From an optimization exercise on the open Yosys and OpenROAD flow, aimed at small area, a short achievable clock period and few clock cycles; shortcuts taken in it are not production practice. In this exercise RTL edits were held to simulation tests only and were not proved equivalent to the original. No activity file was given, so power comes from the tool's default toggle rates.

==> design/flow/design.v <==
`timescale 1ns / 1ps
module DATAPATH(Product, done, clk, multiplicand, multiplier, start, rst);
output [31:0] Product;
output reg done;
input [16:0] multiplicand;
input [16:0] multiplier;
input clk, start, rst;
wire one1 = multiplier[0] ^ 1'b0;
wire two2 = (multiplier[1] & ~multiplier[0] & ~1'b0) | (~multiplier[1] & multiplier[0] & 1'b0);
wire pp3 = ((one1 & multiplicand[0])) ^ multiplier[1];
wire pp4 = ((one1 & multiplicand[1]) | (two2 & multiplicand[0])) ^ multiplier[1];
wire pp5 = ((one1 & multiplicand[2]) | (two2 & multiplicand[1])) ^ multiplier[1];
wire pp6 = ((one1 & multiplicand[3]) | (two2 & multiplicand[2])) ^ multiplier[1];
wire pp7 = ((one1 & multiplicand[4]) | (two2 & multiplicand[3])) ^ multiplier[1];
wire pp8 = ((one1 & multiplicand[5]) | (two2 & multiplicand[4])) ^ multiplier[1];
wire pp9 = ((one1 & multiplicand[6]) | (two2 & multiplicand[5])) ^ multiplier[1];
wire pp10 = ((one1 & multiplicand[7]) | (two2 & multiplicand[6])) ^ multiplier[1];
wire pp11 = ((one1 & multiplicand[8]) | (two2 & multiplicand[7])) ^ multiplier[1];
wire pp12 = ((one1 & multiplicand[9]) | (two2 & multiplicand[8])) ^ multiplier[1];
wire pp13 = ((one1 & multiplicand[10]) | (two2 & multiplicand[9])) ^ multiplier[1];
wire pp14 = ((one1 & multiplicand[11]) | (two2 & multiplicand[10])) ^ multiplier[1];
wire pp15 = ((one1 & multiplicand[12]) | (two2 & multiplicand[11])) ^ multiplier[1];
wire pp16 = ((one1 & multiplicand[13]) | (two2 & multiplicand[12])) ^ multiplier[1];
wire pp17 = ((one1 & multiplicand[14]) | (two2 & multiplicand[13])) ^ multiplier[1];
wire pp18 = ((one1 & multiplicand[15]) | (two2 & multiplicand[14])) ^ multiplier[1];
wire pp19 = ((two2 & multiplicand[15])) ^ multiplier[1];
wire sn20 = ~multiplier[1];
wire one21 = multiplier[2] ^ multiplier[1];
wire two22 = (multiplier[3] & ~multiplier[2] & ~multiplier[1]) | (~multiplier[3] & multiplier[2] & multiplier[1]);
wire pp23 = ((one21 & multiplicand[0])) ^ multiplier[3];
wire pp24 = ((one21 & multiplicand[1]) | (two22 & multiplicand[0])) ^ multiplier[3];
wire pp25 = ((one21 & multiplicand[2]) | (two22 & multiplicand[1])) ^ multiplier[3];
wire pp26 = ((one21 & multiplicand[3]) | (two22 & multiplicand[2])) ^ multiplier[3];
wire pp27 = ((one21 & multiplicand[4]) | (two22 & multiplicand[3])) ^ multiplier[3];
wire pp28 = ((one21 & multiplicand[5]) | (two22 & multiplicand[4])) ^ multiplier[3];
wire pp29 = ((one21 & multiplicand[6]) | (two22 & multiplicand[5])) ^ multiplier[3];
wire pp30 = ((one21 & multiplicand[7]) | (two22 & multiplicand[6])) ^ multiplier[3];
wire pp31 = ((one21 & multiplicand[8]) | (two22 & multiplicand[7])) ^ multiplier[3];
wire pp32 = ((one21 & multiplicand[9]) | (two22 & multiplicand[8])) ^ multiplier[3];
wire pp33 = ((one21 & multiplicand[10]) | (two22 & multiplicand[9])) ^ multiplier[3];
wire pp34 = ((one21 & multiplicand[11]) | (two22 & multiplicand[10])) ^ multiplier[3];
wire pp35 = ((one21 & multiplicand[12]) | (two22 & multiplicand[11])) ^ multiplier[3];
wire pp36 = ((one21 & multiplicand[13]) | (two22 & multiplicand[12])) ^ multiplier[3];
wire pp37 = ((one21 & multiplicand[14]) | (two22 & multiplicand[13])) ^ multiplier[3];
wire pp38 = ((one21 & multiplicand[15]) | (two22 & multiplicand[14])) ^ multiplier[3];
wire pp39 = ((two22 & multiplicand[15])) ^ multiplier[3];
wire sn40 = ~multiplier[3];
wire one41 = multiplier[4] ^ multiplier[3];
wire two42 = (multiplier[5] & ~multiplier[4] & ~multiplier[3]) | (~multiplier[5] & multiplier[4] & multiplier[3]);
wire pp43 = ((one41 & multiplicand[0])) ^ multiplier[5];
wire pp44 = ((one41 & multiplicand[1]) | (two42 & multiplicand[0])) ^ multiplier[5];
wire pp45 = ((one41 & multiplicand[2]) | (two42 & multiplicand[1])) ^ multiplier[5];
wire pp46 = ((one41 & multiplicand[3]) | (two42 & multiplicand[2])) ^ multiplier[5];
wire pp47 = ((one41 & multiplicand[4]) | (two42 & multiplicand[3])) ^ multiplier[5];
wire pp48 = ((one41 & multiplicand[5]) | (two42 & multiplicand[4])) ^ multiplier[5];
wire pp49 = ((one41 & multiplicand[6]) | (two42 & multiplicand[5])) ^ multiplier[5];
wire pp50 = ((one41 & multiplicand[7]) | (two42 & multiplicand[6])) ^ multiplier[5];
wire pp51 = ((one41 & multiplicand[8]) | (two42 & multiplicand[7])) ^ multiplier[5];
wire pp52 = ((one41 & multiplicand[9]) | (two42 & multiplicand[8])) ^ multiplier[5];
wire pp53 = ((one41 & multiplicand[10]) | (two42 & multiplicand[9])) ^ multiplier[5];
wire pp54 = ((one41 & multiplicand[11]) | (two42 & multiplicand[10])) ^ multiplier[5];
wire pp55 = ((one41 & multiplicand[12]) | (two42 & multiplicand[11])) ^ multiplier[5];
wire pp56 = ((one41 & multiplicand[13]) | (two42 & multiplicand[12])) ^ multiplier[5];
wire pp57 = ((one41 & multiplicand[14]) | (two42 & multiplicand[13])) ^ multiplier[5];
wire pp58 = ((one41 & multiplicand[15]) | (two42 & multiplicand[14])) ^ multiplier[5];
wire pp59 = ((two42 & multiplicand[15])) ^ multiplier[5];
wire sn60 = ~multiplier[5];
wire one61 = multiplier[6] ^ multiplier[5];
wire two62 = (multiplier[7] & ~multiplier[6] & ~multiplier[5]) | (~multiplier[7] & multiplier[6] & multiplier[5]);
wire pp63 = ((one61 & multiplicand[0])) ^ multiplier[7];
wire pp64 = ((one61 & multiplicand[1]) | (two62 & multiplicand[0])) ^ multiplier[7];
wire pp65 = ((one61 & multiplicand[2]) | (two62 & multiplicand[1])) ^ multiplier[7];
wire pp66 = ((one61 & multiplicand[3]) | (two62 & multiplicand[2])) ^ multiplier[7];
wire pp67 = ((one61 & multiplicand[4]) | (two62 & multiplicand[3])) ^ multiplier[7];
wire pp68 = ((one61 & multiplicand[5]) | (two62 & multiplicand[4])) ^ multiplier[7];
wire pp69 = ((one61 & multiplicand[6]) | (two62 & multiplicand[5])) ^ multiplier[7];
wire pp70 = ((one61 & multiplicand[7]) | (two62 & multiplicand[6])) ^ multiplier[7];
wire pp71 = ((one61 & multiplicand[8]) | (two62 & multiplicand[7])) ^ multiplier[7];
wire pp72 = ((one61 & multiplicand[9]) | (two62 & multiplicand[8])) ^ multiplier[7];
wire pp73 = ((one61 & multiplicand[10]) | (two62 & multiplicand[9])) ^ multiplier[7];
wire pp74 = ((one61 & multiplicand[11]) | (two62 & multiplicand[10])) ^ multiplier[7];
wire pp75 = ((one61 & multiplicand[12]) | (two62 & multiplicand[11])) ^ multiplier[7];
wire pp76 = ((one61 & multiplicand[13]) | (two62 & multiplicand[12])) ^ multiplier[7];
wire pp77 = ((one61 & multiplicand[14]) | (two62 & multiplicand[13])) ^ multiplier[7];
wire pp78 = ((one61 & multiplicand[15]) | (two62 & multiplicand[14])) ^ multiplier[7];
wire pp79 = ((two62 & multiplicand[15])) ^ multiplier[7];
wire sn80 = ~multiplier[7];
wire one81 = multiplier[8] ^ multiplier[7];
wire two82 = (multiplier[9] & ~multiplier[8] & ~multiplier[7]) | (~multiplier[9] & multiplier[8] & multiplier[7]);
wire pp83 = ((one81 & multiplicand[0])) ^ multiplier[9];
wire pp84 = ((one81 & multiplicand[1]) | (two82 & multiplicand[0])) ^ multiplier[9];
wire pp85 = ((one81 & multiplicand[2]) | (two82 & multiplicand[1])) ^ multiplier[9];
wire pp86 = ((one81 & multiplicand[3]) | (two82 & multiplicand[2])) ^ multiplier[9];
wire pp87 = ((one81 & multiplicand[4]) | (two82 & multiplicand[3])) ^ multiplier[9];
wire pp88 = ((one81 & multiplicand[5]) | (two82 & multiplicand[4])) ^ multiplier[9];
wire pp89 = ((one81 & multiplicand[6]) | (two82 & multiplicand[5])) ^ multiplier[9];
wire pp90 = ((one81 & multiplicand[7]) | (two82 & multiplicand[6])) ^ multiplier[9];
wire pp91 = ((one81 & multiplicand[8]) | (two82 & multiplicand[7])) ^ multiplier[9];
wire pp92 = ((one81 & multiplicand[9]) | (two82 & multiplicand[8])) ^ multiplier[9];
wire pp93 = ((one81 & multiplicand[10]) | (two82 & multiplicand[9])) ^ multiplier[9];
wire pp94 = ((one81 & multiplicand[11]) | (two82 & multiplicand[10])) ^ multiplier[9];
wire pp95 = ((one81 & multiplicand[12]) | (two82 & multiplicand[11])) ^ multiplier[9];
wire pp96 = ((one81 & multiplicand[13]) | (two82 & multiplicand[12])) ^ multiplier[9];
wire pp97 = ((one81 & multiplicand[14]) | (two82 & multiplicand[13])) ^ multiplier[9];
wire pp98 = ((one81 & multiplicand[15]) | (two82 & multiplicand[14])) ^ multiplier[9];
wire pp99 = ((two82 & multiplicand[15])) ^ multiplier[9];
wire sn100 = ~multiplier[9];
wire one101 = multiplier[10] ^ multiplier[9];
wire two102 = (multiplier[11] & ~multiplier[10] & ~multiplier[9]) | (~multiplier[11] & multiplier[10] & multiplier[9]);
wire pp103 = ((one101 & multiplicand[0])) ^ multiplier[11];
wire pp104 = ((one101 & multiplicand[1]) | (two102 & multiplicand[0])) ^ multiplier[11];
wire pp105 = ((one101 & multiplicand[2]) | (two102 & multiplicand[1])) ^ multiplier[11];
wire pp106 = ((one101 & multiplicand[3]) | (two102 & multiplicand[2])) ^ multiplier[11];
wire pp107 = ((one101 & multiplicand[4]) | (two102 & multiplicand[3])) ^ multiplier[11];
wire pp108 = ((one101 & multiplicand[5]) | (two102 & multiplicand[4])) ^ multiplier[11];
wire pp109 = ((one101 & multiplicand[6]) | (two102 & multiplicand[5])) ^ multiplier[11];
wire pp110 = ((one101 & multiplicand[7]) | (two102 & multiplicand[6])) ^ multiplier[11];
wire pp111 = ((one101 & multiplicand[8]) | (two102 & multiplicand[7])) ^ multiplier[11];
wire pp112 = ((one101 & multiplicand[9]) | (two102 & multiplicand[8])) ^ multiplier[11];
wire pp113 = ((one101 & multiplicand[10]) | (two102 & multiplicand[9])) ^ multiplier[11];
wire pp114 = ((one101 & multiplicand[11]) | (two102 & multiplicand[10])) ^ multiplier[11];
wire pp115 = ((one101 & multiplicand[12]) | (two102 & multiplicand[11])) ^ multiplier[11];
wire pp116 = ((one101 & multiplicand[13]) | (two102 & multiplicand[12])) ^ multiplier[11];
wire pp117 = ((one101 & multiplicand[14]) | (two102 & multiplicand[13])) ^ multiplier[11];
wire pp118 = ((one101 & multiplicand[15]) | (two102 & multiplicand[14])) ^ multiplier[11];
wire pp119 = ((two102 & multiplicand[15])) ^ multiplier[11];
wire sn120 = ~multiplier[11];
wire one121 = multiplier[12] ^ multiplier[11];
wire two122 = (multiplier[13] & ~multiplier[12] & ~multiplier[11]) | (~multiplier[13] & multiplier[12] & multiplier[11]);
wire pp123 = ((one121 & multiplicand[0])) ^ multiplier[13];
wire pp124 = ((one121 & multiplicand[1]) | (two122 & multiplicand[0])) ^ multiplier[13];
wire pp125 = ((one121 & multiplicand[2]) | (two122 & multiplicand[1])) ^ multiplier[13];
wire pp126 = ((one121 & multiplicand[3]) | (two122 & multiplicand[2])) ^ multiplier[13];
wire pp127 = ((one121 & multiplicand[4]) | (two122 & multiplicand[3])) ^ multiplier[13];
wire pp128 = ((one121 & multiplicand[5]) | (two122 & multiplicand[4])) ^ multiplier[13];
wire pp129 = ((one121 & multiplicand[6]) | (two122 & multiplicand[5])) ^ multiplier[13];
wire pp130 = ((one121 & multiplicand[7]) | (two122 & multiplicand[6])) ^ multiplier[13];
wire pp131 = ((one121 & multiplicand[8]) | (two122 & multiplicand[7])) ^ multiplier[13];
wire pp132 = ((one121 & multiplicand[9]) | (two122 & multiplicand[8])) ^ multiplier[13];
wire pp133 = ((one121 & multiplicand[10]) | (two122 & multiplicand[9])) ^ multiplier[13];
wire pp134 = ((one121 & multiplicand[11]) | (two122 & multiplicand[10])) ^ multiplier[13];
wire pp135 = ((one121 & multiplicand[12]) | (two122 & multiplicand[11])) ^ multiplier[13];
wire pp136 = ((one121 & multiplicand[13]) | (two122 & multiplicand[12])) ^ multiplier[13];
wire pp137 = ((one121 & multiplicand[14]) | (two122 & multiplicand[13])) ^ multiplier[13];
wire pp138 = ((one121 & multiplicand[15]) | (two122 & multiplicand[14])) ^ multiplier[13];
wire pp139 = ((two122 & multiplicand[15])) ^ multiplier[13];
wire sn140 = ~multiplier[13];
wire one141 = multiplier[14] ^ multiplier[13];
wire two142 = (multiplier[15] & ~multiplier[14] & ~multiplier[13]) | (~multiplier[15] & multiplier[14] & multiplier[13]);
wire pp143 = ((one141 & multiplicand[0])) ^ multiplier[15];
wire pp144 = ((one141 & multiplicand[1]) | (two142 & multiplicand[0])) ^ multiplier[15];
wire pp145 = ((one141 & multiplicand[2]) | (two142 & multiplicand[1])) ^ multiplier[15];
wire pp146 = ((one141 & multiplicand[3]) | (two142 & multiplicand[2])) ^ multiplier[15];
wire pp147 = ((one141 & multiplicand[4]) | (two142 & multiplicand[3])) ^ multiplier[15];
wire pp148 = ((one141 & multiplicand[5]) | (two142 & multiplicand[4])) ^ multiplier[15];
wire pp149 = ((one141 & multiplicand[6]) | (two142 & multiplicand[5])) ^ multiplier[15];
wire pp150 = ((one141 & multiplicand[7]) | (two142 & multiplicand[6])) ^ multiplier[15];
wire pp151 = ((one141 & multiplicand[8]) | (two142 & multiplicand[7])) ^ multiplier[15];
wire pp152 = ((one141 & multiplicand[9]) | (two142 & multiplicand[8])) ^ multiplier[15];
wire pp153 = ((one141 & multiplicand[10]) | (two142 & multiplicand[9])) ^ multiplier[15];
wire pp154 = ((one141 & multiplicand[11]) | (two142 & multiplicand[10])) ^ multiplier[15];
wire pp155 = ((one141 & multiplicand[12]) | (two142 & multiplicand[11])) ^ multiplier[15];
wire pp156 = ((one141 & multiplicand[13]) | (two142 & multiplicand[12])) ^ multiplier[15];
wire pp157 = ((one141 & multiplicand[14]) | (two142 & multiplicand[13])) ^ multiplier[15];
wire pp158 = ((one141 & multiplicand[15]) | (two142 & multiplicand[14])) ^ multiplier[15];
wire pp159 = ((two142 & multiplicand[15])) ^ multiplier[15];
wire sn160 = ~multiplier[15];
wire pp161 = multiplicand[0] & multiplier[15];
wire pp162 = multiplicand[1] & multiplier[15];
wire pp163 = multiplicand[2] & multiplier[15];
wire pp164 = multiplicand[3] & multiplier[15];
wire pp165 = multiplicand[4] & multiplier[15];
wire pp166 = multiplicand[5] & multiplier[15];
wire pp167 = multiplicand[6] & multiplier[15];
wire pp168 = multiplicand[7] & multiplier[15];
wire pp169 = multiplicand[8] & multiplier[15];
wire pp170 = multiplicand[9] & multiplier[15];
wire pp171 = multiplicand[10] & multiplier[15];
wire pp172 = multiplicand[11] & multiplier[15];
wire pp173 = multiplicand[12] & multiplier[15];
wire pp174 = multiplicand[13] & multiplier[15];
wire pp175 = multiplicand[14] & multiplier[15];
wire pp176 = multiplicand[15] & multiplier[15];
wire s177, c178;
HA2 u_s177 (.a(multiplier[11]), .b(pp13), .s(s177), .co(c178));
wire s179, c180;
HA2 u_s179 (.a(pp14), .b(pp32), .s(s179), .co(c180));
wire s181, c182;
FA3 u_s181 (.a(multiplier[13]), .b(pp15), .c(pp33), .s(s181), .co(c182));
wire s183, c184;
HA2 u_s183 (.a(pp51), .b(pp69), .s(s183), .co(c184));
wire s185, c186;
FA3 u_s185 (.a(pp16), .b(pp34), .c(pp52), .s(s185), .co(c186));
wire s187, c188;
HA2 u_s187 (.a(pp70), .b(pp88), .s(s187), .co(c188));
wire s189, c190;
FA3 u_s189 (.a(multiplier[15]), .b(pp17), .c(pp35), .s(s189), .co(c190));
wire s191, c192;
FA3 u_s191 (.a(pp53), .b(pp71), .c(pp89), .s(s191), .co(c192));
wire s193, c194;
HA2 u_s193 (.a(pp107), .b(pp125), .s(s193), .co(c194));
wire s195, c196;
FA3 u_s195 (.a(pp18), .b(pp36), .c(pp54), .s(s195), .co(c196));
wire s197, c198;
FA3 u_s197 (.a(pp72), .b(pp90), .c(pp108), .s(s197), .co(c198));
wire s199, c200;
HA2 u_s199 (.a(pp126), .b(pp144), .s(s199), .co(c200));
wire s201, c202;
FA3 u_s201 (.a(pp161), .b(pp19), .c(pp37), .s(s201), .co(c202));
wire s203, c204;
FA3 u_s203 (.a(pp55), .b(pp73), .c(pp91), .s(s203), .co(c204));
wire s205, c206;
FA3 u_s205 (.a(pp109), .b(pp127), .c(pp145), .s(s205), .co(c206));
wire s207, c208;
FA3 u_s207 (.a(multiplier[1]), .b(pp162), .c(pp38), .s(s207), .co(c208));
wire s209, c210;
FA3 u_s209 (.a(pp56), .b(pp74), .c(pp92), .s(s209), .co(c210));
wire s211, c212;
FA3 u_s211 (.a(pp110), .b(pp128), .c(pp146), .s(s211), .co(c212));
wire s213, c214;
FA3 u_s213 (.a(multiplier[1]), .b(pp163), .c(pp39), .s(s213), .co(c214));
wire s215, c216;
FA3 u_s215 (.a(pp57), .b(pp75), .c(pp93), .s(s215), .co(c216));
wire s217, c218;
FA3 u_s217 (.a(pp111), .b(pp129), .c(pp147), .s(s217), .co(c218));
wire s219, c220;
FA3 u_s219 (.a(sn20), .b(sn40), .c(pp164), .s(s219), .co(c220));
wire s221, c222;
FA3 u_s221 (.a(pp58), .b(pp76), .c(pp94), .s(s221), .co(c222));
wire s223, c224;
FA3 u_s223 (.a(pp112), .b(pp130), .c(pp148), .s(s223), .co(c224));
wire s225 = ~(pp165 ^ pp59);
wire c226 = pp165 | pp59;
wire s227, c228;
FA3 u_s227 (.a(pp77), .b(pp95), .c(pp113), .s(s227), .co(c228));
wire s229, c230;
HA2 u_s229 (.a(pp131), .b(pp149), .s(s229), .co(c230));
wire s231, c232;
FA3 u_s231 (.a(sn60), .b(pp166), .c(pp78), .s(s231), .co(c232));
wire s233, c234;
FA3 u_s233 (.a(pp96), .b(pp114), .c(pp132), .s(s233), .co(c234));
wire s235 = ~(pp167 ^ pp79);
wire c236 = pp167 | pp79;
wire s237, c238;
HA2 u_s237 (.a(pp97), .b(pp115), .s(s237), .co(c238));
wire s239, c240;
FA3 u_s239 (.a(sn80), .b(pp168), .c(pp98), .s(s239), .co(c240));
wire s241, c242;
HA2 u_s241 (.a(1'b1), .b(pp169), .s(s241), .co(c242));
wire s243, c244;
HA2 u_s243 (.a(multiplier[7]), .b(pp9), .s(s243), .co(c244));
wire s245, c246;
HA2 u_s245 (.a(pp10), .b(pp28), .s(s245), .co(c246));
wire s247, c248;
FA3 u_s247 (.a(multiplier[9]), .b(pp11), .c(pp29), .s(s247), .co(c248));
wire s249, c250;
HA2 u_s249 (.a(pp47), .b(pp65), .s(s249), .co(c250));
wire s251, c252;
FA3 u_s251 (.a(pp12), .b(pp30), .c(pp48), .s(s251), .co(c252));
wire s253, c254;
HA2 u_s253 (.a(pp66), .b(pp84), .s(s253), .co(c254));
wire s255, c256;
FA3 u_s255 (.a(pp31), .b(pp49), .c(pp67), .s(s255), .co(c256));
wire s257, c258;
FA3 u_s257 (.a(pp85), .b(pp103), .c(s177), .s(s257), .co(c258));
wire s259, c260;
FA3 u_s259 (.a(pp50), .b(pp68), .c(pp86), .s(s259), .co(c260));
wire s261, c262;
FA3 u_s261 (.a(pp104), .b(c178), .c(s179), .s(s261), .co(c262));
wire s263, c264;
FA3 u_s263 (.a(pp87), .b(pp105), .c(pp123), .s(s263), .co(c264));
wire s265, c266;
FA3 u_s265 (.a(c180), .b(s183), .c(s181), .s(s265), .co(c266));
wire s267, c268;
FA3 u_s267 (.a(pp106), .b(pp124), .c(c184), .s(s267), .co(c268));
wire s269, c270;
FA3 u_s269 (.a(s187), .b(c182), .c(s185), .s(s269), .co(c270));
wire s271, c272;
FA3 u_s271 (.a(pp143), .b(c188), .c(s193), .s(s271), .co(c272));
wire s273, c274;
FA3 u_s273 (.a(c186), .b(s189), .c(s191), .s(s273), .co(c274));
wire s275, c276;
FA3 u_s275 (.a(c194), .b(s199), .c(c190), .s(s275), .co(c276));
wire s277, c278;
FA3 u_s277 (.a(c192), .b(s195), .c(s197), .s(s277), .co(c278));
wire s279, c280;
FA3 u_s279 (.a(c200), .b(c196), .c(c198), .s(s279), .co(c280));
wire s281, c282;
FA3 u_s281 (.a(s201), .b(s203), .c(s205), .s(s281), .co(c282));
wire s283, c284;
FA3 u_s283 (.a(c202), .b(c204), .c(c206), .s(s283), .co(c284));
wire s285, c286;
FA3 u_s285 (.a(s207), .b(s209), .c(s211), .s(s285), .co(c286));
wire s287, c288;
FA3 u_s287 (.a(c208), .b(c210), .c(c212), .s(s287), .co(c288));
wire s289, c290;
FA3 u_s289 (.a(s213), .b(s215), .c(s217), .s(s289), .co(c290));
wire s291, c292;
FA3 u_s291 (.a(s219), .b(c214), .c(c216), .s(s291), .co(c292));
wire s293, c294;
FA3 u_s293 (.a(c218), .b(s221), .c(s223), .s(s293), .co(c294));
wire s295, c296;
FA3 u_s295 (.a(c220), .b(s229), .c(c222), .s(s295), .co(c296));
wire s297, c298;
FA3 u_s297 (.a(c224), .b(s225), .c(s227), .s(s297), .co(c298));
wire s299, c300;
FA3 u_s299 (.a(pp150), .b(c230), .c(c226), .s(s299), .co(c300));
wire s301, c302;
FA3 u_s301 (.a(c228), .b(s231), .c(s233), .s(s301), .co(c302));
wire s303, c304;
FA3 u_s303 (.a(pp133), .b(pp151), .c(s237), .s(s303), .co(c304));
wire s305, c306;
FA3 u_s305 (.a(c232), .b(c234), .c(s235), .s(s305), .co(c306));
wire s307, c308;
FA3 u_s307 (.a(pp116), .b(pp134), .c(pp152), .s(s307), .co(c308));
wire s309, c310;
FA3 u_s309 (.a(c238), .b(c236), .c(s239), .s(s309), .co(c310));
wire s311, c312;
FA3 u_s311 (.a(s241), .b(pp99), .c(pp117), .s(s311), .co(c312));
wire s313, c314;
FA3 u_s313 (.a(pp135), .b(pp153), .c(c240), .s(s313), .co(c314));
wire s315, c316;
FA3 u_s315 (.a(sn100), .b(pp170), .c(c242), .s(s315), .co(c316));
wire s317, c318;
FA3 u_s317 (.a(pp118), .b(pp136), .c(pp154), .s(s317), .co(c318));
wire s319 = ~(pp171 ^ pp119);
wire c320 = pp171 | pp119;
wire s321, c322;
HA2 u_s321 (.a(pp137), .b(pp155), .s(s321), .co(c322));
wire s323, c324;
FA3 u_s323 (.a(sn120), .b(pp172), .c(pp138), .s(s323), .co(c324));
wire s325, c326;
HA2 u_s325 (.a(1'b1), .b(pp173), .s(s325), .co(c326));
wire s327, c328;
HA2 u_s327 (.a(multiplier[5]), .b(pp7), .s(s327), .co(c328));
wire s329, c330;
HA2 u_s329 (.a(pp8), .b(pp26), .s(s329), .co(c330));
wire s331, c332;
FA3 u_s331 (.a(pp27), .b(pp45), .c(pp63), .s(s331), .co(c332));
wire s333, c334;
FA3 u_s333 (.a(pp46), .b(pp64), .c(c244), .s(s333), .co(c334));
wire s335, c336;
FA3 u_s335 (.a(pp83), .b(c246), .c(s249), .s(s335), .co(c336));
wire s337, c338;
FA3 u_s337 (.a(c250), .b(s253), .c(c248), .s(s337), .co(c338));
wire s339, c340;
FA3 u_s339 (.a(c254), .b(c252), .c(s255), .s(s339), .co(c340));
wire s341, c342;
FA3 u_s341 (.a(c256), .b(s259), .c(c258), .s(s341), .co(c342));
wire s343, c344;
FA3 u_s343 (.a(c260), .b(s263), .c(c262), .s(s343), .co(c344));
wire s345, c346;
FA3 u_s345 (.a(c264), .b(s267), .c(c266), .s(s345), .co(c346));
wire s347, c348;
FA3 u_s347 (.a(c268), .b(s271), .c(c270), .s(s347), .co(c348));
wire s349, c350;
FA3 u_s349 (.a(c272), .b(c274), .c(s275), .s(s349), .co(c350));
wire s351, c352;
FA3 u_s351 (.a(c276), .b(c278), .c(s279), .s(s351), .co(c352));
wire s353, c354;
FA3 u_s353 (.a(c280), .b(c282), .c(s283), .s(s353), .co(c354));
wire s355, c356;
FA3 u_s355 (.a(c284), .b(c286), .c(s287), .s(s355), .co(c356));
wire s357, c358;
FA3 u_s357 (.a(c288), .b(c290), .c(s291), .s(s357), .co(c358));
wire s359, c360;
FA3 u_s359 (.a(c292), .b(c294), .c(s295), .s(s359), .co(c360));
wire s361, c362;
FA3 u_s361 (.a(c296), .b(c298), .c(s299), .s(s361), .co(c362));
wire s363, c364;
FA3 u_s363 (.a(s303), .b(c300), .c(c302), .s(s363), .co(c364));
wire s365, c366;
FA3 u_s365 (.a(s307), .b(c304), .c(c306), .s(s365), .co(c366));
wire s367, c368;
FA3 u_s367 (.a(c308), .b(s311), .c(c310), .s(s367), .co(c368));
wire s369, c370;
FA3 u_s369 (.a(s315), .b(c312), .c(s317), .s(s369), .co(c370));
wire s371, c372;
FA3 u_s371 (.a(s321), .b(c316), .c(c318), .s(s371), .co(c372));
wire s373, c374;
FA3 u_s373 (.a(pp156), .b(c322), .c(c320), .s(s373), .co(c374));
wire s375, c376;
FA3 u_s375 (.a(s325), .b(pp139), .c(pp157), .s(s375), .co(c376));
wire s377, c378;
FA3 u_s377 (.a(sn140), .b(pp174), .c(c326), .s(s377), .co(c378));
wire s379, c380;
HA2 u_s379 (.a(1'b1), .b(pp175), .s(s379), .co(c380));
wire s381, c382;
HA2 u_s381 (.a(multiplier[3]), .b(pp5), .s(s381), .co(c382));
wire s383, c384;
HA2 u_s383 (.a(pp6), .b(pp24), .s(s383), .co(c384));
wire s385, c386;
FA3 u_s385 (.a(pp25), .b(pp43), .c(s327), .s(s385), .co(c386));
wire s387, c388;
FA3 u_s387 (.a(pp44), .b(c328), .c(s329), .s(s387), .co(c388));
wire s389, c390;
FA3 u_s389 (.a(c330), .b(s243), .c(s331), .s(s389), .co(c390));
wire s391, c392;
FA3 u_s391 (.a(s245), .b(c332), .c(s333), .s(s391), .co(c392));
wire s393, c394;
FA3 u_s393 (.a(s247), .b(c334), .c(s335), .s(s393), .co(c394));
wire s395, c396;
FA3 u_s395 (.a(s251), .b(c336), .c(s337), .s(s395), .co(c396));
wire s397, c398;
FA3 u_s397 (.a(s257), .b(c338), .c(s339), .s(s397), .co(c398));
wire s399, c400;
FA3 u_s399 (.a(s261), .b(c340), .c(s341), .s(s399), .co(c400));
wire s401, c402;
FA3 u_s401 (.a(s265), .b(c342), .c(s343), .s(s401), .co(c402));
wire s403, c404;
FA3 u_s403 (.a(s269), .b(c344), .c(s345), .s(s403), .co(c404));
wire s405, c406;
FA3 u_s405 (.a(s273), .b(c346), .c(s347), .s(s405), .co(c406));
wire s407, c408;
FA3 u_s407 (.a(s277), .b(c348), .c(s349), .s(s407), .co(c408));
wire s409, c410;
FA3 u_s409 (.a(s281), .b(c350), .c(s351), .s(s409), .co(c410));
wire s411, c412;
FA3 u_s411 (.a(s285), .b(c352), .c(s353), .s(s411), .co(c412));
wire s413, c414;
FA3 u_s413 (.a(s289), .b(c354), .c(s355), .s(s413), .co(c414));
wire s415, c416;
FA3 u_s415 (.a(s293), .b(c356), .c(s357), .s(s415), .co(c416));
wire s417, c418;
FA3 u_s417 (.a(s297), .b(c358), .c(s359), .s(s417), .co(c418));
wire s419, c420;
FA3 u_s419 (.a(s301), .b(c360), .c(s361), .s(s419), .co(c420));
wire s421, c422;
FA3 u_s421 (.a(s305), .b(c362), .c(s363), .s(s421), .co(c422));
wire s423, c424;
FA3 u_s423 (.a(s309), .b(c364), .c(s365), .s(s423), .co(c424));
wire s425, c426;
FA3 u_s425 (.a(s313), .b(c366), .c(s367), .s(s425), .co(c426));
wire s427, c428;
FA3 u_s427 (.a(c314), .b(s369), .c(c368), .s(s427), .co(c428));
wire s429, c430;
FA3 u_s429 (.a(s319), .b(c370), .c(s371), .s(s429), .co(c430));
wire s431, c432;
FA3 u_s431 (.a(s323), .b(c372), .c(s373), .s(s431), .co(c432));
wire s433, c434;
FA3 u_s433 (.a(c324), .b(s375), .c(c374), .s(s433), .co(c434));
wire s435, c436;
FA3 u_s435 (.a(pp158), .b(s377), .c(c376), .s(s435), .co(c436));
wire s437, c438;
FA3 u_s437 (.a(s379), .b(pp159), .c(c378), .s(s437), .co(c438));
wire s439, c440;
FA3 u_s439 (.a(sn160), .b(pp176), .c(c380), .s(s439), .co(c440));
wire [31:0] row_s = {s439, s437, s435, s433, c430, s429, s427, c424, c422, c420, c418, c416, c414, c412, c410, c408, c406, c404, c402, c400, c398, c396, c394, c392, c390, c388, c386, c384, c382, pp23, pp4, multiplier[1]};
wire [31:0] row_c = {c438, c436, c434, c432, s431, c428, c426, s425, s423, s421, s419, s417, s415, s413, s411, s409, s407, s405, s403, s401, s399, s397, s395, s393, s391, s389, s387, s385, s383, s381, 1'b0, pp3};
reg [31:0] acc_s, acc_c;
always @(posedge clk)
 if (start) begin
  acc_s <= row_s;
  acc_c <= row_c;
 end
wire g441, p442;
HA2 u_g441 (.a(acc_s[0]), .b(acc_c[0]), .s(p442), .co(g441));
wire g443, p444;
HA2 u_g443 (.a(acc_s[2]), .b(acc_c[2]), .s(p444), .co(g443));
wire g445, p446;
HA2 u_g445 (.a(acc_s[3]), .b(acc_c[3]), .s(p446), .co(g445));
wire g447, p448;
HA2 u_g447 (.a(acc_s[4]), .b(acc_c[4]), .s(p448), .co(g447));
wire g449, p450;
HA2 u_g449 (.a(acc_s[5]), .b(acc_c[5]), .s(p450), .co(g449));
wire g451, p452;
HA2 u_g451 (.a(acc_s[6]), .b(acc_c[6]), .s(p452), .co(g451));
wire g453, p454;
HA2 u_g453 (.a(acc_s[7]), .b(acc_c[7]), .s(p454), .co(g453));
wire g455, p456;
HA2 u_g455 (.a(acc_s[8]), .b(acc_c[8]), .s(p456), .co(g455));
wire g457, p458;
HA2 u_g457 (.a(acc_s[9]), .b(acc_c[9]), .s(p458), .co(g457));
wire g459, p460;
HA2 u_g459 (.a(acc_s[10]), .b(acc_c[10]), .s(p460), .co(g459));
wire g461, p462;
HA2 u_g461 (.a(acc_s[11]), .b(acc_c[11]), .s(p462), .co(g461));
wire g463, p464;
HA2 u_g463 (.a(acc_s[12]), .b(acc_c[12]), .s(p464), .co(g463));
wire g465, p466;
HA2 u_g465 (.a(acc_s[13]), .b(acc_c[13]), .s(p466), .co(g465));
wire g467, p468;
HA2 u_g467 (.a(acc_s[14]), .b(acc_c[14]), .s(p468), .co(g467));
wire g469, p470;
HA2 u_g469 (.a(acc_s[15]), .b(acc_c[15]), .s(p470), .co(g469));
wire g471, p472;
HA2 u_g471 (.a(acc_s[16]), .b(acc_c[16]), .s(p472), .co(g471));
wire g473, p474;
HA2 u_g473 (.a(acc_s[17]), .b(acc_c[17]), .s(p474), .co(g473));
wire g475, p476;
HA2 u_g475 (.a(acc_s[18]), .b(acc_c[18]), .s(p476), .co(g475));
wire g477, p478;
HA2 u_g477 (.a(acc_s[19]), .b(acc_c[19]), .s(p478), .co(g477));
wire g479, p480;
HA2 u_g479 (.a(acc_s[20]), .b(acc_c[20]), .s(p480), .co(g479));
wire g481, p482;
HA2 u_g481 (.a(acc_s[21]), .b(acc_c[21]), .s(p482), .co(g481));
wire g483, p484;
HA2 u_g483 (.a(acc_s[22]), .b(acc_c[22]), .s(p484), .co(g483));
wire g485, p486;
HA2 u_g485 (.a(acc_s[23]), .b(acc_c[23]), .s(p486), .co(g485));
wire g487, p488;
HA2 u_g487 (.a(acc_s[24]), .b(acc_c[24]), .s(p488), .co(g487));
wire g489, p490;
HA2 u_g489 (.a(acc_s[25]), .b(acc_c[25]), .s(p490), .co(g489));
wire g491, p492;
HA2 u_g491 (.a(acc_s[26]), .b(acc_c[26]), .s(p492), .co(g491));
wire g493, p494;
HA2 u_g493 (.a(acc_s[27]), .b(acc_c[27]), .s(p494), .co(g493));
wire g495, p496;
HA2 u_g495 (.a(acc_s[28]), .b(acc_c[28]), .s(p496), .co(g495));
wire g497, p498;
HA2 u_g497 (.a(acc_s[29]), .b(acc_c[29]), .s(p498), .co(g497));
wire g499, p500;
HA2 u_g499 (.a(acc_s[30]), .b(acc_c[30]), .s(p500), .co(g499));
wire g501, p502;
HA2 u_g501 (.a(acc_s[31]), .b(acc_c[31]), .s(p502), .co(g501));
wire q503 = acc_s[1] & g441;
wire q504 = acc_s[1] & p442;
wire q505 = (p446 & g443) | g445;
wire q506 = p446 & p444;
wire q507 = (p450 & g447) | g449;
wire q508 = p450 & p448;
wire q509 = (p454 & g451) | g453;
wire q510 = p454 & p452;
wire q511 = (p458 & g455) | g457;
wire q512 = p458 & p456;
wire q513 = (p462 & g459) | g461;
wire q514 = p462 & p460;
wire q515 = (p466 & g463) | g465;
wire q516 = p466 & p464;
wire q517 = (p470 & g467) | g469;
wire q518 = p470 & p468;
wire q519 = (p474 & g471) | g473;
wire q520 = p474 & p472;
wire q521 = (p478 & g475) | g477;
wire q522 = p478 & p476;
wire q523 = (p482 & g479) | g481;
wire q524 = p482 & p480;
wire q525 = (p486 & g483) | g485;
wire q526 = p486 & p484;
wire q527 = (p490 & g487) | g489;
wire q528 = p490 & p488;
wire q529 = (p494 & g491) | g493;
wire q530 = p494 & p492;
wire q531 = (p498 & g495) | g497;
wire q532 = p498 & p496;
wire q533 = (p502 & g499) | g501;
wire q534 = p502 & p500;
wire q535 = (q506 & q503) | q505;
wire q536 = q506 & q504;
wire q537 = (q510 & q507) | q509;
wire q538 = q510 & q508;
wire q539 = (q514 & q511) | q513;
wire q540 = q514 & q512;
wire q541 = (q518 & q515) | q517;
wire q542 = q518 & q516;
wire q543 = (q522 & q519) | q521;
wire q544 = q522 & q520;
wire q545 = (q526 & q523) | q525;
wire q546 = q526 & q524;
wire q547 = (q530 & q527) | q529;
wire q548 = q530 & q528;
wire q549 = (q534 & q531) | q533;
wire q550 = q534 & q532;
wire q551 = (q538 & q535) | q537;
wire q552 = q538 & q536;
wire q553 = (q542 & q539) | q541;
wire q554 = q542 & q540;
wire q555 = (q546 & q543) | q545;
wire q556 = q546 & q544;
wire q557 = (q550 & q547) | q549;
wire q558 = q550 & q548;
wire q559 = (q554 & q551) | q553;
wire q560 = q554 & q552;
wire q561 = (q558 & q555) | q557;
wire q562 = q558 & q556;
wire q563 = (q562 & q559) | q561;
wire q564 = q562 & q560;
wire q565 = (q556 & q559) | q555;
wire q566 = q556 & q560;
wire q567 = (q540 & q551) | q539;
wire q568 = q540 & q552;
wire q569 = (q544 & q559) | q543;
wire q570 = q544 & q560;
wire q571 = (q548 & q565) | q547;
wire q572 = q548 & q566;
wire q573 = (q508 & q535) | q507;
wire q574 = q508 & q536;
wire q575 = (q512 & q551) | q511;
wire q576 = q512 & q552;
wire q577 = (q516 & q567) | q515;
wire q578 = q516 & q568;
wire q579 = (q520 & q559) | q519;
wire q580 = q520 & q560;
wire q581 = (q524 & q569) | q523;
wire q582 = q524 & q570;
wire q583 = (q528 & q565) | q527;
wire q584 = q528 & q566;
wire q585 = (q532 & q571) | q531;
wire q586 = q532 & q572;
wire q587 = (p444 & q503) | g443;
wire q588 = p444 & q504;
wire q589 = (p448 & q535) | g447;
wire q590 = p448 & q536;
wire q591 = (p452 & q573) | g451;
wire q592 = p452 & q574;
wire q593 = (p456 & q551) | g455;
wire q594 = p456 & q552;
wire q595 = (p460 & q575) | g459;
wire q596 = p460 & q576;
wire q597 = (p464 & q567) | g463;
wire q598 = p464 & q568;
wire q599 = (p468 & q577) | g467;
wire q600 = p468 & q578;
wire q601 = (p472 & q559) | g471;
wire q602 = p472 & q560;
wire q603 = (p476 & q579) | g475;
wire q604 = p476 & q580;
wire q605 = (p480 & q569) | g479;
wire q606 = p480 & q570;
wire q607 = (p484 & q581) | g483;
wire q608 = p484 & q582;
wire q609 = (p488 & q565) | g487;
wire q610 = p488 & q566;
wire q611 = (p492 & q583) | g491;
wire q612 = p492 & q584;
wire q613 = (p496 & q571) | g495;
wire q614 = p496 & q572;
wire q615 = (p500 & q585) | g499;
wire q616 = p500 & q586;
wire q617 = acc_s[1] ^ g441;
wire q618 = p444 ^ q503;
wire q619 = p446 ^ q587;
wire q620 = p448 ^ q535;
wire q621 = p450 ^ q589;
wire q622 = p452 ^ q573;
wire q623 = p454 ^ q591;
wire q624 = p456 ^ q551;
wire q625 = p458 ^ q593;
wire q626 = p460 ^ q575;
wire q627 = p462 ^ q595;
wire q628 = p464 ^ q567;
wire q629 = p466 ^ q597;
wire q630 = p468 ^ q577;
wire q631 = p470 ^ q599;
wire q632 = p472 ^ q559;
wire q633 = p474 ^ q601;
wire q634 = p476 ^ q579;
wire q635 = p478 ^ q603;
wire q636 = p480 ^ q569;
wire q637 = p482 ^ q605;
wire q638 = p484 ^ q581;
wire q639 = p486 ^ q607;
wire q640 = p488 ^ q565;
wire q641 = p490 ^ q609;
wire q642 = p492 ^ q583;
wire q643 = p494 ^ q611;
wire q644 = p496 ^ q571;
wire q645 = p498 ^ q613;
wire q646 = p500 ^ q585;
wire q647 = p502 ^ q615;
assign Product = {q647, q646, q645, q644, q643, q642, q641, q640, q639, q638, q637, q636, q635, q634, q633, q632, q631, q630, q629, q628, q627, q626, q625, q624, q623, q622, q621, q620, q619, q618, q617, p442};
always @(posedge clk)
 if (rst)
  done <= 1'b0;
 else
  done <= start;
endmodule
module FA3(a, b, c, s, co);
input a, b, c;
output s, co;
assign s = a ^ b ^ c;
assign co = (a & b) | (a & c) | (b & c);
endmodule
module BSEL(one, two, neg, a0, a1, pp);
input one, two, neg, a0, a1;
output pp;
assign pp = ((one & a0) | (two & a1)) ^ neg;
endmodule
module AO21(a, b, c, y);
input a, b, c;
output y;
assign y = (a & b) | c;
endmodule
module HA2(a, b, s, co);
input a, b;
output s, co;
assign s = a ^ b;
assign co = a & b;
endmodule
==> design/flow/flow/run.sh <==
#!/bin/bash
# Standard layout, with plain buffers (instead of delay buffers) on the ports.
set -euo pipefail
export BUFFER_PORTS_ARGS="-buffer_cell sky130_fd_sc_hd__buf_2"
bash standard.sh > standard.log 2>&1
==> design/flow/standard.sh <==
#!/bin/bash
# synth_recipe.tcl (not shown) runs the flow's synth.tcl, then flattens the netlist and writes it again
# the make line also repeats each setting of config.mk as NAME=value (left out here)
make -C /OpenROAD-flow-scripts/flow DESIGN_CONFIG=/design/flow/config.mk WORK_HOME=/design/flow/orfs CLKGATE_MAP_FILE= SYNTH_SCRIPT=/design/flow/synth_recipe.tcl "${@:-finish}"
==> design/flow/config.mk <==
export PLATFORM = sky130hd
export DESIGN_NAME = DATAPATH
export DESIGN_NICKNAME = DATAPATH
export VERILOG_FILES = /design/flow/design.v
export SDC_FILE = /design/flow/constraint.sdc
export NUM_CORES = 4
export LEC_CHECK = 0
export ABC_AREA = 1
export CAP_MARGIN = 20
export CORE_MARGIN = 2
export CORE_UTILIZATION = 60
export SLEW_MARGIN = 20
export SYNTH_HIERARCHICAL = 1
export SYNTH_MINIMUM_KEEP_SIZE = 0
==> design/flow/constraint.sdc <==
create_clock -name core_clock -period 4.0 [get_ports {clk}]
set_input_delay 0.8000 -clock core_clock [delete_from_list [all_inputs] [get_ports {clk}]]
set_output_delay 0.8000 -clock core_clock [all_outputs]
set_load 0.01 [all_outputs]
==> results of run 1 <==
==> cell usage after synthesis (all sizes together), types with 13 or more instances <==
master / number / area share (%)
xnor2: 14 / 1.4
fa: 109 / 25
a21oi: 17 / 1.5
o22ai: 120 / 9.0
nand2: 77 / 3.5
nor2: 40 / 2.2
clkbuf: 13 / 0.56
xor2: 129 / 13
buf: 70 / 5.7
ha: 70 / 10
edfxtp: 63 / 22
inv: 73 / 3.2
==> per-module statistics from Yosys (local to each module, per instance) <==
module | flops+latches | cells | copies in the design | cell area (um^2)
DATAPATH | 64 | 670 | 1 | 5823
FA3 | 0 | 1 | 109 | 20.02
HA2 | 0 | 1 | 51 | 12.51
==> timing repair <==
item                                    CTS  global route
gates resized for setup                   0             1
hold buffers                              0             0
endpoints found under the setup margin    0             6
setup buffers                             0             0
==> layout by cell type (no fill, tap or decap), types with 2 or more instances in the layout <==
master	count
a21oi_1	11
a21oi_4	4
clkinv_2	3
clkbuf_16	9
inv_2	4
xnor2_1	14
edfxtp_1	63
buf_12	3
conb_1	3
o22ai_2	4
a21oi_2	2
nand2_2	7
nor2_1	31
nand3_1	9
o21ai_1	2
nand4_1	2
nor2_4	4
buf_2	67
fa_1	109
nand2_1	70
a21o_1	2
clkinv_1	2
xor2_1	129
a31o_2	3
inv_1	69
nor2_2	5
ha_1	70
clkbuf_1	2
o21ai_0	8
buf_4	51
o22ai_1	116
==> registers in the layout (all words and copies together) (netlist names) <==
name and count:
done 1, acc_c 31, acc_s 32
==> metal layers <==
layer,vias up,wire length [um],part of all wire [%],track usage (%)
li1,2874,-,-,-
met1,3017,9194,45,41.24
met2,247,9411,46,45.23
met3,37,1350,6.7,5.220
met4,0,315,1.6,6.952
met5,-,0,0,0
==> power groups by stage <==
stage	clock, W	combinational (W)	sequential, W
global route	0.000763	0.00473	0.00134
detailed placement	0	0.00411	0.00133
finish	0.000720	0.00408	0.00131
global placement	0	0.00391	0.00132
floorplan	0	0.00354	0.00129
CTS	0.000736	0.00414	0.00132
==> metrics by stage <==
stage                     setup slack, ns  hold WS (ns)  cells  setup TNS (ns)
after floorplan                    0.2884        0.8712    832               0
after global placement            -0.1866        0.9564   1050          -1.788
after detailed placement          -0.2705        0.9601   1050          -3.188
after CTS                          0.1116        0.6014   1066               0
after global routing              0.03260        0.6068   1066               0
final                              0.2188        0.6068   1066               0
==> worst max-delay path by stage <==
stage,from,end,slack [ns],cells past startpoint
2_1_floorplan,multiplier[6],acc_c[17],0.29,11
3_3_place_gp,multiplier[3],acc_c[20],-0.19,10
3_5_place_dp,multiplier[3],acc_c[17],-0.27,10
4_1_cts,multiplier[3],acc_c[17],0.11,10
5_1_grt,multiplier[3],acc_c[17],0.03,10
6_report,multiplier[3],acc_c[17],0.22,10
==> logic make-up (layout without fill, tap and decap cells) <==
family,count (synthesis),in the layout
AND/OR/NAND/NOR,131,131
flip-flops,64,64
other,1,3
AO/OA/AOI/OAI,154,154
adder cells (fa/ha/maj),179,179
XOR/XNOR,143,143
buffers and inverters,158,212
==> final cells by class <==
class	instances	area [um^2]
clock buffers	12	246.5
inverters	75	281.5
fillers	1101	4603
repair buffers	121	778.2
flip-flops and latches	64	1912
clock inverters	4	22.52
multi-input cells	610	5919
well taps	180	225.2
==> results_dict.tcl, run 1 <==
set metrics [dict create \
    critPathCaptureType "flip-flop" \
    fin_crit_ns 3.781 \
    crit_path_max_incr_delay_ns 0.54 \
    synthAdderAreaFrac_pct 35.38 \
    leakage_nw 4.257 \
    status "timing/DRC/antenna clean" \
    power_density_nw_per_um2 651.6 \
    tritoncts "yes" \
    portBuffers 67 \
    fp.dieArea_um2 15380 \
    die_y_um 124.0 \
    hpwl_um 16130 \
    antenna_found_initial 0 \
    p_int_w 0.003488 \
    grt_pass1_vias 6168 \
    clk_pin_slew_worst_paths_ns 0.05 \
    clockBufferDepth 2 \
    core_um2 13990 \
    arrival_ns 3.86 \
    cts_buffers 9 \
    worstSetupPathType "primary input to flip-flop" \
    final_area_um2 9385 \
    postSynth.asyncResetShare_pct 0 \
    place.gp.congestion 0.9506 \
    yosysUniqueCellTypes 36 \
    drtPass1Iterations 7 \
    ios 70 \
    ys_warn_count 7 \
    synth_simple_gate_area_share_pct 6.688 \
    antenna_cells 0 \
    cts_sinks 64 \
    cp_cell_sequence "buf_2 > nor2_1 > inv_1 > nand2_1 > o22ai_1 > xor2_1 > fa_1 > fa_1 > fa_1 > fa_1" \
    slew_viol_final 0 \
    num_rows 43 \
    post-route-util_pct 67.09 \
    p_clk_share_pct 11.8 \
    synth_compound_area_share_pct 11.71 \
    ys_dominant_reg_cell "edfxtp_1" \
    hold_viol 0 \
    initial_utilization_pct 61.79 \
    hold_path_end "done" \
    drt_iter0_markers 395 \
    startpoint_type "primary input" \
    drv_cap 0 \
    synth_xor_area_share_pct 14.49 \
    comb_power_share_pct 66.8 \
    grt_pass1_wl_um 33020 \
    setup-violations-final 0 \
    die_w_um 124.0 \
    p_seq_share_pct 21.4 \
    peakVddDrop_uv 358.8 \
    grt.overflow.total 0 \
    ys_seq_area_share_pct 22.12 \
    synth_top_family_by_area "adder cells" \
    grt_max_degree 45 \
    grt_usage_pct 28.62 \
    ant_nets 0 \
    hold_path_depth 2 \
    cp.required_ns 4.08 \
    num_vias 6175 \
    critical-path-top-cell-by-count "fa_1" \
    ys_seq_elements 64 \
    slew_headroom_pct 34.87 \
    viasPerCell 5.793 \
    cpMaxStageDelayCell "fa_1" \
    muxShareOfSynthArea_pct 0 \
    avgSynthCellArea_um2 10.41 \
    postPlaceCellArea_um2 9109 \
    synthCells 830 \
    swShare_pct 42.96 \
    num-nets-final 1097 \
    post_drt_wl_per_cell_um 19.02 \
    area_growth_syn_to_layout_pct 8.584 \
    worst_pin_slew_ns 0.9769 \
    htreeDepth 3 \
    timing.final.crit_share_pct 94.53 \
    crit_fanout 9 \
    hold_path.class "primary input to flip-flop" \
    route.final.wire_length_um 20270 \
    netlist_area_um2 8643 \
    synth-edff-count 63 \
    hold_path_startpoint "rst" \
    p_total_w 0.006116 \
    root_buffer "clkbuf_16" \
    drc 0 \
    critPathTopFamily "adder cells" \
    fmax_mhz 264.5 \
    drive_above_1_share_pct 19.19 \
    power.switching_w 0.002627 \
    path_buf_inv 2 \
    rsz0062_at_grt "false" \
]
Testbench counts, summed over its fixed seeds: cycles 2,400.
==> run 2: changes to the inputs <==
--- a/design/flow/config.mk
+++ b/design/flow/config.mk
@@ -13,2 +13,3 @@
 export SYNTH_HIERARCHICAL = 1
 export SYNTH_MINIMUM_KEEP_SIZE = 0
+export TNS_END_PERCENT = 0
==> run 2 against run 1 <==
  * Die area stayed put
  * Setup slack is the same
  * Critical path depth unchanged
  * Area after synthesis is the same
  * Combinational power barely moved
  * Maximum frequency unchanged
  * Final area unchanged
  * Synthesized cell count did not move
  * Critical path type unchanged
  * Highest routed layer unchanged
==> results_dict.tcl, run 2 <==
set metrics [dict create \
    synth-edff-count 63 \
    drtPass1Iterations 7 \
    area_growth_syn_to_layout_pct 8.584 \
    num-nets-final 1097 \
    cp.required_ns 4.08 \
    tritoncts "yes" \
    cp_cell_sequence "buf_2 > nor2_1 > inv_1 > nand2_1 > o22ai_1 > xor2_1 > fa_1 > fa_1 > fa_1 > fa_1" \
    grt_usage_pct 28.62 \
    post_drt_wl_per_cell_um 19.02 \
    synth_common_cells "xor2_1 (129), o22ai_1 (116), fa_1 (109)" \
    final_cell_mix "xor2_1 (129), o22ai_1 (116), fa_1 (109)" \
    ys_seq_elements 64 \
    setup-violations-final 0 \
    cts_sinks 64 \
    critPathLaunch "multiplier[3]" \
    grt_max_degree 45 \
    root_buffer "clkbuf_16" \
    slew_viol_final 0 \
    cts_buffers 9 \
    drive_above_1_share_pct 19.19 \
    route.final.wire_length_um 20270 \
    crit_fanout 9 \
    final_area_um2 9385 \
    largest_reg_flops 32 \
    place.gp.congestion 0.9506 \
    antenna_found_initial 0 \
    fin_crit_ns 3.781 \
    critPathTopFamily "adder cells" \
    htreeDepth 3 \
    critPathCaptureType "flip-flop" \
    synth_area_leaders "fa_1 (25%), edfxtp_1 (22%), xor2_1 (13%)" \
    drv_cap 0 \
    top_regs "acc_s (32), acc_c (31), done (1)" \
    ys_dominant_reg_cell "edfxtp_1" \
    num_vias 6175 \
    netlist_area_um2 8643 \
    hold_path.class "primary input to flip-flop" \
    yosysMostFrequentCell "xor2_1" \
    startpoint_type "primary input" \
    initial_utilization_pct 61.79 \
    timing.final.crit_share_pct 94.53 \
    crit_path_max_incr_delay_ns 0.54 \
    grt_pass1_vias 6168 \
    fp.dieArea_um2 15380 \
    cts_setup_buffers 0 \
    critical-path-top-cell-by-count "fa_1" \
    fin_tns_setup_ns 0 \
    postPlaceCellArea_um2 9109 \
    seqCellArea_um2 1912 \
    avgSynthCellArea_um2 10.41 \
    drc 0 \
    p_seq_share_pct 21.4 \
    slew_headroom_pct 34.87 \
    rsz0062_at_grt "false" \
    drt_iter0_markers 395 \
    ys_warn_count 7 \
    synthCells 830 \
    multi_input_area_um2 5919 \
    peakVddDrop_uv 358.8 \
    antenna_cells 0 \
    num_rows 43 \
    swShare_pct 42.96 \
    power.switching_w 0.002627 \
    synth_top_area_cell "fa_1" \
    postSynth.asyncResetShare_pct 0 \
    hpwl_um 16130 \
    comb_power_share_pct 66.8 \
    viasPerCell 5.793 \
    leakage_nw 4.257 \
    die_w_um 124.0 \
    worst_pin_slew_ns 0.9769 \
    p_total_w 0.006116 \
    yosysUniqueCellTypes 36 \
    hold_viol 0 \
    portBuffers 67 \
    clockBufferDepth 2 \
    status "timing/DRC/antenna clean" \
    final_common_cell "xor2_1" \
    arrival_ns 3.86 \
    clk_pin_slew_worst_paths_ns 0.05 \
    ys_seq_area_share_pct 22.12 \
    grt_pass1_wl_um 33020 \
    hold_path_startpoint "rst" \
    p_clk_share_pct 11.8 \
    grt.overflow.total 0 \
    synth_top_area_share_pct 25.25 \
    die_y_um 124.0 \
    ant_nets 0 \
    core_um2 13990 \
    fmax_mhz 264.5 \
    power_density_nw_per_um2 651.6 \
    p_int_w 0.003488 \
    hold_ws_ns 0.6068 \
    path_buf_inv 2 \
    worstSetupPathType "primary input to flip-flop" \
    ios 70 \
    cpMaxStageDelayCell "fa_1" \
    fill_cells 1101 \
    largest-register "acc_s" \
]
[run 2: cell counts after synthesis]
No cell type changed its count.
[run 2: final timing paths]
kind,to,slack [ns],cells past startpoint
worst max-delay path,acc_c[17],0.22,10
worst min-delay path,done,0.61,2
[run 2: timing repair]
action,CTS,global route
setup endpoints to repair,0,6
resized for setup,0,1
hold buffers,0,0
[run 2: area by class of cell]
cell class	count	share of cell area [%]
clock buffer	12	2.626
clock inverter	4	0.2400
inverter	75	3.000
multi-input combinational	610	63.07
sequential	64	20.37
tap	180	2.400
timing repair buffer	121	8.292
[run 2: metal layers]
layer	track usage (%)	vias to the layer above	part of all wire, %
li1	-	2874	-
met4	6.952	0	1.6
met2	45.23	247	46
met3	5.220	37	6.7
met5	0	-	0
met1	41.24	3017	45
[run 2: cell families (layout without fill, tap and decap cells)]
group           after synthesis  after routing  synth area share (%)
simple gates                131            131                 6.688
flops                        64             64                 22.12
fa+ha+maj                   179            179                 35.38
buf+inv                     158            212                 9.569
xor+xnor                    143            143                 14.49
compound gates              154            154                 11.71
other cells                   1              3               0.04339
[run 2: modules after synthesis (local to each module, per instance)]
module / flops+latches / cells inside / times used / cell area, um^2
DATAPATH: 64 / 670 / 1 / 5823
FA3: 0 / 1 / 109 / 20.02
HA2: 0 / 1 / 51 / 12.51
[run 2: through the flow]
stage	utilization, %	worst slack [ns]	std cells
floorplan	-	0.2884	832
global placement	65.12	-0.1866	1050
detailed placement	65.12	-0.2705	1050
CTS	67.04	0.1116	1066
global route	67.09	0.03260	1066
finish	67.09	0.2188	1066
[run 2: power groups by stage]
stage               sequential, W  combinational, W  clock [W]
floorplan                 0.00129           0.00354          0
global placement          0.00132           0.00391          0
detailed placement        0.00133           0.00411          0
CTS                       0.00132           0.00414   0.000736
global route              0.00134           0.00473   0.000763
finish                    0.00131           0.00408   0.000720
==> run 3: changes to the inputs <==
--- a/design/flow/config.mk
+++ b/design/flow/config.mk
@@ -7,9 +7,8 @@
 export LEC_CHECK = 0
 export ABC_AREA = 1
-export CAP_MARGIN = 20
+export CAP_MARGIN = 0
 export CORE_MARGIN = 2
 export CORE_UTILIZATION = 60
-export SLEW_MARGIN = 20
+export SLEW_MARGIN = 0
 export SYNTH_HIERARCHICAL = 1
 export SYNTH_MINIMUM_KEEP_SIZE = 0
-export TNS_END_PERCENT = 0
==> run 3 against run 2 <==
  * First-iteration DRC count did not move
  * Still clean
  * Maximum frequency did not move
  * Area after synthesis did not move
  * Wire length did not move
  * Die area did not move
  * Synthesized cell count did not move
  * Combinational power barely moved
  * Flip-flop and latch count did not move
  * Largest cell class unchanged
==> results_dict.tcl, run 3 <==
set metrics [dict create \
    status "timing/DRC/antenna clean" \
    viasPerCell 5.793 \
    synth_top_area_cell "fa_1" \
    startpoint_type "primary input" \
    num_vias 6175 \
    cts_setup_buffers 0 \
    postSynth.asyncResetShare_pct 0 \
    wl_met3_um 1350 \
    route.final.wire_length_um 20270 \
    setup-violations-final 0 \
    clockBufferDepth 2 \
    synthCells 830 \
    synth_common_cells "xor2_1 (129), o22ai_1 (116), fa_1 (109)" \
    ys_seq_area_share_pct 22.12 \
    hold_ws_ns 0.6068 \
    final_common_cell "xor2_1" \
    critical-path-top-cell-by-count "fa_1" \
    area_growth_syn_to_layout_pct 8.584 \
    cts_buffers 9 \
    ctsHoldBuffers 0 \
    critPathTopFamily "adder cells" \
    num-nets-final 1097 \
    initial_utilization_pct 61.79 \
    path_buf_inv 2 \
    synthAdderAreaFrac_pct 35.38 \
    die_y_um 124.0 \
    top_regs "acc_s (32), acc_c (31), done (1)" \
    place.gp.congestion 0.9506 \
    antenna_cells 0 \
    multi_input_area_um2 5919 \
    crit_fanout 9 \
    synth_simple_gate_area_share_pct 6.688 \
    m1WireLength_um 9194 \
    synth-edff-count 63 \
    grt.overflow.total 0 \
    ys_warn_count 7 \
    htreeDepth 3 \
    crit_path_max_incr_delay_ns 0.54 \
    cpMaxStageDelayCell "fa_1" \
    worstSetupPathType "primary input to flip-flop" \
    drv_cap 0 \
    hold_path_depth 2 \
    ys_seq_elements 64 \
    clk_pin_slew_worst_paths_ns 0.05 \
    cp.required_ns 4.08 \
    drc 0 \
    slew_viol_final 0 \
    worst_pin_slew_ns 0.9769 \
    synth_area_leaders "fa_1 (25%), edfxtp_1 (22%), xor2_1 (13%)" \
    ys_dominant_reg_cell "edfxtp_1" \
    slew_headroom_pct 34.87 \
    peakVddDrop_uv 358.8 \
    core_um2 13990 \
    power_density_nw_per_um2 651.6 \
    ios 70 \
    cp_cell_sequence "buf_2 > nor2_1 > inv_1 > nand2_1 > o22ai_1 > xor2_1 > fa_1 > fa_1 > fa_1 > fa_1" \
    ant_nets 0 \
    top_layer_used "met4" \
    portBuffers 67 \
    root_buffer "clkbuf_16" \
    seqCellArea_um2 1912 \
    synth_top_area_share_pct 25.25 \
    synth_xor_area_share_pct 14.49 \
    drive_above_1_share_pct 19.19 \
    synth_top_family_by_area "adder cells" \
    hold_viol 0 \
    synth_compound_area_share_pct 11.71 \
    yosysUniqueCellTypes 36 \
    post_drt_wl_per_cell_um 19.02 \
    drtPass1Iterations 7 \
    drt_iter0_markers 395 \
    crit_cells 10 \
    ctsResizeCount 0 \
    grt_max_degree 45 \
    num_rows 43 \
    hold_path.class "primary input to flip-flop" \
    avgSynthCellArea_um2 10.41 \
    grt_pass1_wl_um 33020 \
    cts_sinks 64 \
    largest_reg_flops 32 \
    grt_usage_pct 28.62 \
    grt_pass1_vias 6168 \
    leakage_nw 4.257 \
    timing.final.crit_share_pct 94.53 \
    yosysMostFrequentCell "xor2_1" \
    final_cell_mix "xor2_1 (129), o22ai_1 (116), fa_1 (109)" \
    hpwl_um 16130 \
    fmax_mhz 264.5 \
    fin_crit_ns 3.781 \
    fp.dieArea_um2 15380 \
    rsz0062_at_grt "false" \
    antenna_found_initial 0 \
    tritoncts "yes" \
    muxShareOfSynthArea_pct 0 \
    arrival_ns 3.86 \
    fin_cells 1066 \
    placed_cells 1050 \
    netlist_area_um2 8643 \
    fill_cells 1101 \
    met2_length_um 9411 \
    largest-register "acc_s" \
    critPathCaptureType "flip-flop" \
    die_w_um 124.0 \
]
==> run 3: cell counts in the layout (fill, tap and decap cells not counted) <==
Identical to the previous run, type by type.
==> run 3: layout make-up <==
type / count / area share [%]
Clock inverter: 4 / 0.2400
Inverter: 75 / 3.000
Tap cell: 180 / 2.400
Sequential cell: 64 / 20.37
Timing Repair Buffer: 121 / 8.292
Multi-Input combinational cell: 610 / 63.07
Clock buffer: 12 / 2.626
==> run 3: kinds of logic (layout without fill, tap and decap cells) <==
family          after synthesis  count (layout)
xor+xnor                    143             143
compound gates              154             154
flops                        64              64
buf+inv                     158             212
simple gates                131             131
fa+ha+maj                   179             179
other cells                   1               3
==> run 3: path summary, 6_finish.rpt <==
check | from | end | slack, ns
worst max-delay path | multiplier[3] | acc_c[17] | 0.22
worst min-delay path | rst | done | 0.61
==> run 3: per-stage QoR <==
| stage | cell area, um^2 | setup WS [ns] | setup TNS [ns] | power, W | util (%) |
|---|---|---|---|---|---|
| 4_1_cts | 9378 | 0.1116 | 0 | 0.006197 | 67.04 |
| 3_3_place_gp | 9109 | -0.1866 | -1.788 | 0.005235 | 65.12 |
| 5_1_grt | 9385 | 0.03260 | 0 | 0.006834 | 67.09 |
| 3_5_place_dp | 9109 | -0.2705 | -3.188 | 0.005436 | 65.12 |
| 6_report | 9385 | 0.2188 | 0 | 0.006116 | 67.09 |
| 2_1_floorplan | 8651 | 0.2884 | 0 | 0.004834 | - |
==> run 3: Yosys stat by module (local to each module, per instance) <==
module	area, um^2	times used	cells
DATAPATH	5823	1	670
FA3	20.02	109	1
HA2	12.51	51	1
==> run 3: report_power, final <==
group,switching (W),internal (W),leakage [nW],total [W]
Combinational,0.00225,0.00183,3.50,0.00408
Sequential,0.0000851,0.00123,0.624,0.00131
Clock,0.000288,0.000433,0.132,0.000720
Total,0.00263,0.00349,4.26,0.00612
==> run 3: metal layers <==
metal  track usage [%]  vias up
li1                  -     2874
met5                 0        -
met4             6.952        0
met2             45.23      247
met1             41.24     3017
met3             5.220       37
==> run 4: changes to the inputs <==
--- a/design/flow/config.mk
+++ b/design/flow/config.mk
@@ -7,8 +7,10 @@
 export LEC_CHECK = 0
 export ABC_AREA = 1
-export CAP_MARGIN = 0
+export CAP_MARGIN = 20
 export CORE_MARGIN = 2
 export CORE_UTILIZATION = 60
-export SLEW_MARGIN = 0
+export CTS_BUF_LIST = sky130_fd_sc_hd__clkbuf_4 sky130_fd_sc_hd__clkbuf_8
+export CTS_CLUSTER_SIZE = 30
+export SLEW_MARGIN = 20
 export SYNTH_HIERARCHICAL = 1
 export SYNTH_MINIMUM_KEEP_SIZE = 0
==> run 4 against run 3 <==
  * Via count is 1.1% lower
  * Sequential power hardly changed
  * Power is 3.5% lower
  * Die area stayed put
  * Non-clock buffer count stayed put
  * Count of clock-buffer cells in the layout stayed put
  * Critical path type unchanged
  * Largest power group unchanged
==> results_dict.tcl, run 4 <==
set metrics [dict create \
    cts_buffers 9 \
    grt_usage_pct 28.50 \
    num-nets-final 1097 \
    synth_area_leaders "fa_1 (25%), edfxtp_1 (22%), xor2_1 (13%)" \
    peakVddDrop_uv 358.9 \
    leakage_nw 4.218 \
    grt_pass1_vias 6201 \
    fmax_mhz 265.3 \
    drtPass1Iterations 5 \
    power_density_nw_per_um2 634.9 \
    p_total_w 0.005899 \
    route.final.wire_length_um 20100 \
    setup-violations-final 0 \
    place.gp.congestion 0.9506 \
    ctsHoldBuffers 0 \
    ant_nets 0 \
    netlist_area_um2 8643 \
    fill_cells 1124 \
    synth_xor_area_share_pct 14.49 \
    cts_sinks 64 \
    ctsResizeCount 0 \
    fp.dieArea_um2 15380 \
    power.switching_w 0.002596 \
    slew_viol_final 0 \
    clk_pin_slew_worst_paths_ns 0.07 \
    ys_warn_count 7 \
    grt_max_degree 45 \
    root_buffer "clkbuf_8" \
    critPathCaptureType "flip-flop" \
    synth_top_family_by_area "adder cells" \
    fin_cells 1066 \
    die_y_um 124.0 \
    p_clk_share_pct 8.7 \
    largest_reg_flops 32 \
    post_drt_wl_per_cell_um 18.86 \
    p_seq_share_pct 22.2 \
    grt.overflow.total 0 \
    muxShareOfSynthArea_pct 0 \
    grt_pass1_wl_um 32770 \
    fin_crit_ns 3.769 \
    synth_common_cells "xor2_1 (129), o22ai_1 (116), fa_1 (109)" \
    avgSynthCellArea_um2 10.41 \
    antenna_cells 0 \
    drt_iter0_markers 387 \
    cts_setup_buffers 0 \
    synthAdderAreaFrac_pct 35.38 \
    worstSetupPathType "primary input to flip-flop" \
    clockBufferDepth 2 \
    comb_power_share_pct 69.0 \
    final_area_um2 9291 \
    tritoncts "yes" \
    worst_pin_slew_ns 0.9732 \
    startpoint_type "primary input" \
    area_growth_syn_to_layout_pct 7.499 \
    initial_utilization_pct 61.79 \
    postPlaceCellArea_um2 9109 \
    drv_cap 0 \
    arrival_ns 3.88 \
    synth_simple_gate_area_share_pct 6.688 \
    antenna_found_initial 0 \
    cp.required_ns 4.11 \
    ys_dominant_reg_cell "edfxtp_1" \
    num_vias 6109 \
    synthCells 830 \
    core_um2 13990 \
    die_w_um 124.0 \
    final_cell_mix "xor2_1 (129), o22ai_1 (116), fa_1 (109)" \
    crit_fanout 9 \
    final_common_cell "xor2_1" \
    status "timing/DRC/antenna clean" \
    htreeDepth 3 \
]
run 4: cell count changes in the layout (fill, tap and decap cells not counted):
cell,change
clkbuf_4,+2
clkbuf_1,-2
clkbuf_16,-9
clkbuf_8,+9
run 4: metrics by stage:
step / util (%) / setup slack [ns] / hold slack (ns)
global route: 66.42 / 0.05290 / 0.5596
CTS: 66.37 / 0.1592 / 0.5535
detailed placement: 65.12 / -0.2705 / 0.9601
floorplan: - / 0.2884 / 0.8712
finish: 66.42 / 0.2310 / 0.5732
global placement: 65.12 / -0.1866 / 0.9564
run 4: cell families after synthesis:
family / Yosys count
and+or+nand+nor: 131
xor gates and xnor gates: 143
DFF: 64
buffers and inverters: 158
adders and majority gates: 179
other: 1
AOI/OAI and AO/OA: 154
run 4: final timing paths:
check,from,endpoint,cells after the start
setup / recovery,multiplier[3],acc_c[17],10
hold / removal,rst,done,2
run 4: worst max-delay path: stages:
cell and delay, ns:
buf_2 0.13, nor2_1 0.25, inv_1 0.09, nand2_1 0.32
o22ai_1 0.14, xor2_1 0.30, fa_1 0.47, fa_1 0.43
fa_1 0.54, fa_1 0.41
run 4: area by class of cell:
type                    instances  area (um^2)  share of cell area [%]
multi-input cells             610         5919                   63.71
clock buffers                  12        152.6                   1.643
inverters                      75        281.5                   3.030
well taps                     180        225.2                   2.424
flip-flops and latches         64         1912                   20.58
repair buffers                121        778.2                   8.376
clock inverters                 4        22.52                  0.2424
run 4: modules after synthesis (local to each module, per instance):
module	cells	flops+latches	area, um^2	times used
DATAPATH	670	64	5823	1
FA3	1	0	20.02	109
HA2	1	0	12.51	51
run 4: per-layer routing:
metal / share of wire [%] / track usage (%) / vias to the layer above
met3: 5.8 / 5.678 / 33
met1: 46 / 40.42 / 2988
met2: 47 / 44.88 / 205
met4: 1.8 / 8.006 / 0
li1: - / - / 2883
met5: 0 / 0 / -
run 4: power groups by stage:
stage / Sequential [W] / Combinational [W] / Clock [W]
final: 0.00131 / 0.00407 / 0.000516
after global routing: 0.00134 / 0.00471 / 0.000561
after CTS: 0.00131 / 0.00413 / 0.000536
after detailed placement: 0.00133 / 0.00411 / 0
after global placement: 0.00132 / 0.00391 / 0
after floorplan: 0.00129 / 0.00354 / 0

Re-timed with assumed drivers on the ports (clkbuf_16 on the clock, buf_2 on other inputs), run 4 has 0.226 ns of setup slack against 0.231 ns with ideal ports, and -0.158 ns once port delays also move by the mid clock arrival of 0.407 ns.
